Background: an optimization exercise with open tools, aiming at small area, a short achievable clock period and few clock cycles per item. Do not read the settings as production practice.
Where RTL was checked, it was by simulation tests only, not by an equivalence proof against the original.
Power figures rest on the tool's default switching activity, not on a simulated workload.

## huffman
module huffman(clk, reset, gray_valid, gray_data, CNT_valid, CNT1, CNT2, CNT3, CNT4, CNT5, CNT6,
               code_valid, HC1, HC2, HC3, HC4, HC5, HC6, M1, M2, M3, M4, M5, M6);
input clk;
input reset;
input gray_valid;
input [7:0] gray_data;
output CNT_valid;
output [7:0] CNT1, CNT2, CNT3, CNT4, CNT5, CNT6;
output reg code_valid;
output [7:0] HC1, HC2, HC3, HC4, HC5, HC6;
output [7:0] M1, M2, M3, M4, M5, M6;
reg        gv1;          
reg        run;          
reg  [3:0] tc;           
reg  [7:0] w [0:5];      
reg  [5:0] m [0:5];      
reg  [4:0] r [1:6];      
assign CNT1 = w[5]; assign CNT2 = w[0]; assign CNT3 = w[1];
assign CNT4 = w[2]; assign CNT5 = w[3]; assign CNT6 = w[4];
assign CNT_valid = gv1 & ~gray_valid;
wire go      = run | CNT_valid;
wire step    = go & (~tc[3] | (tc[2:0] < 3'd5));    
wire combine = (tc > 4'd4) & tc[0] & (tc != 4'd13);
wire [4:0] uns;
assign uns[0] = tc < 4'd4;
assign uns[1] = tc < 4'd3;
assign uns[2] = tc < 4'd2;
assign uns[3] = tc < 4'd1;
assign uns[4] = 1'b0;
function lt8(input [7:0] a, input [7:0] b);   
  reg [7:0] l, g;
  reg [3:0] l1, g1;
  reg [1:0] l2, g2;
  integer j;
  begin
    l = ~a & b;
    g = a & ~b;
    for (j = 0; j < 4; j = j + 1) begin
      l1[j] = l[2*j+1] | ~g[2*j+1] & l[2*j];
      g1[j] = g[2*j+1] | ~l[2*j+1] & g[2*j];
    end
    for (j = 0; j < 2; j = j + 1) begin
      l2[j] = l1[2*j+1] | ~g1[2*j+1] & l1[2*j];
      g2[j] = g1[2*j+1] | ~l1[2*j+1] & g1[2*j];
    end
  ...
Settings: LEC_CHECK=0, ABC_AREA=1, CAP_MARGIN=20, CORE_MARGIN=2, CORE_UTILIZATION=40, CTS_BUF_LIST=sky130_fd_sc_hd__clkbuf_8, SETUP_SLACK_MARGIN=1.5, SLEW_MARGIN=20; clock period 4.0 ns.
standard.sh (not shown) runs the stock make flow with config.mk's settings and CLKGATE_MAP_FILE= SYNTH_SCRIPT=/design/flow/synth_recipe.tcl, a recipe that flattens the netlist after the stock synthesis.
==> flow/flow/run.sh <==
#!/bin/bash
# The standard layout (the standard.sh, which runs ORFS with the standard
# synthesis), except that the port buffers are the platform's smallest
# buffer instead of the delay cell buffer_ports picks by default. Every port
# still gets its own buffer. make's full output goes to standard.log here;
# ORFS keeps each step's log under orfs/logs.
set -euo pipefail
bash standard.sh "BUFFER_PORTS_ARGS=-buffer_cell sky130_fd_sc_hd__buf_1" finish > standard.log 2>&1
Edit:
Settings changed: CTS_BUF_LIST sky130_fd_sc_hd__clkbuf_8 to not set.
Result: The new run completed with no timing, DRC or antenna violations; area after synthesis stays the same; final area came out higher by 2.0%; utilization climbs by 0.94 points; wire length is about the same; die area stays the same; clock power rose by 37%; worst setup slack loses 0.051 ns; non-clock buffer count does not change; total power climbs by 18%.
Function was not checked in any run of this note: the RTL went through the layout flow alone.

---

huffman, a different RTL version from the one above (not shown whole).
Size: about 1,300 cells after synthesis, roughly 120 flip-flops, about 160 I/O pins.
==> flow/config.mk <==
export PLATFORM = sky130hd
export DESIGN_NAME = huffman
export DESIGN_NICKNAME = huffman
export VERILOG_FILES = /design/flow/design.v
export SDC_FILE = /design/flow/constraint.sdc
export NUM_CORES = 4
export LEC_CHECK = 0
export ABC_AREA = 1
export CAP_MARGIN = 20
export CORE_MARGIN = 2
export CORE_UTILIZATION = 40
export CTS_BUF_LIST = sky130_fd_sc_hd__clkbuf_8
export SETUP_SLACK_MARGIN = 1.6
export SLEW_MARGIN = 20
==> flow/constraint.sdc <==
create_clock -name core_clock -period 4.0 [get_ports {clk}]
set_input_delay 0.8000 -clock core_clock [delete_from_list [all_inputs] [get_ports {clk}]]
set_output_delay 0.8000 -clock core_clock [all_outputs]
set_load 0.01 [all_outputs]
Scripts as last shown in full above: flow/flow/run.sh
Testbench counts at the start, summed over its fixed seeds: cycles 21,888, images 192.
Rerun with:
CORE_UTILIZATION = 50   (was 40)
SETUP_SLACK_MARGIN = 1.5   (was 1.6)
TNS_END_PERCENT = 5   (was unset)
Setup slack loses 0.12 ns.
Routed wire length shrinks by about 4%.
Hold slack improves by 0.0043 ns.
Combinational power falls by about 4%.
Register-to-register slack is worse by 0.18 ns.
Rerun with:
CORE_UTILIZATION = 55   (was 50)
TNS_END_PERCENT = unset   (was 5)
What happened: Synthesized cell count does not change; worst setup slack improved by 0.038 ns; first-iteration DRC count rises by 3.2%; register-to-register slack improved by 0.04 ns; wire length falls by 3.0%.

==> separate check: timing with driven ports <==
No port has a modelled driver above. Below, the same layouts with a new extraction and two added sets of constraints. Step 1 assumes that a clkbuf_16 drives the clock port and a buf_2 every other input. Step 2 also shifts input and output timing later by t, the mid clock arrival at the registers, as if the neighbouring blocks saw the same clock. Three values: no drivers, after step 1, after step 2; two values: the first two.
run	t (ns)	setup slack, ns	worst hold slack (ns)
the first run of note 1	0.491	1.627 / 1.595 / 1.165	0.482 / 0.460 / 0.483
the second run of note 1	0.469	1.576 / 1.574 / 1.166	0.478 / 0.478 / 0.478
the first run of note 2	0.494	1.651 / 1.612 / 1.158	0.470 / 0.470 / 0.470
the second run of note 2	0.482	1.531 / 1.531 / 1.151	0.474 / 0.474 / 0.474
the third run of note 2	0.489	1.569 / 1.569 / 1.172	0.469 / 0.469 / 0.469
After both steps setup and hold are still met in every run listed. For the first run of note 2, which loses most, drivers alone change the setup slack by -0.039 ns; drivers and shift together by -0.493 ns.
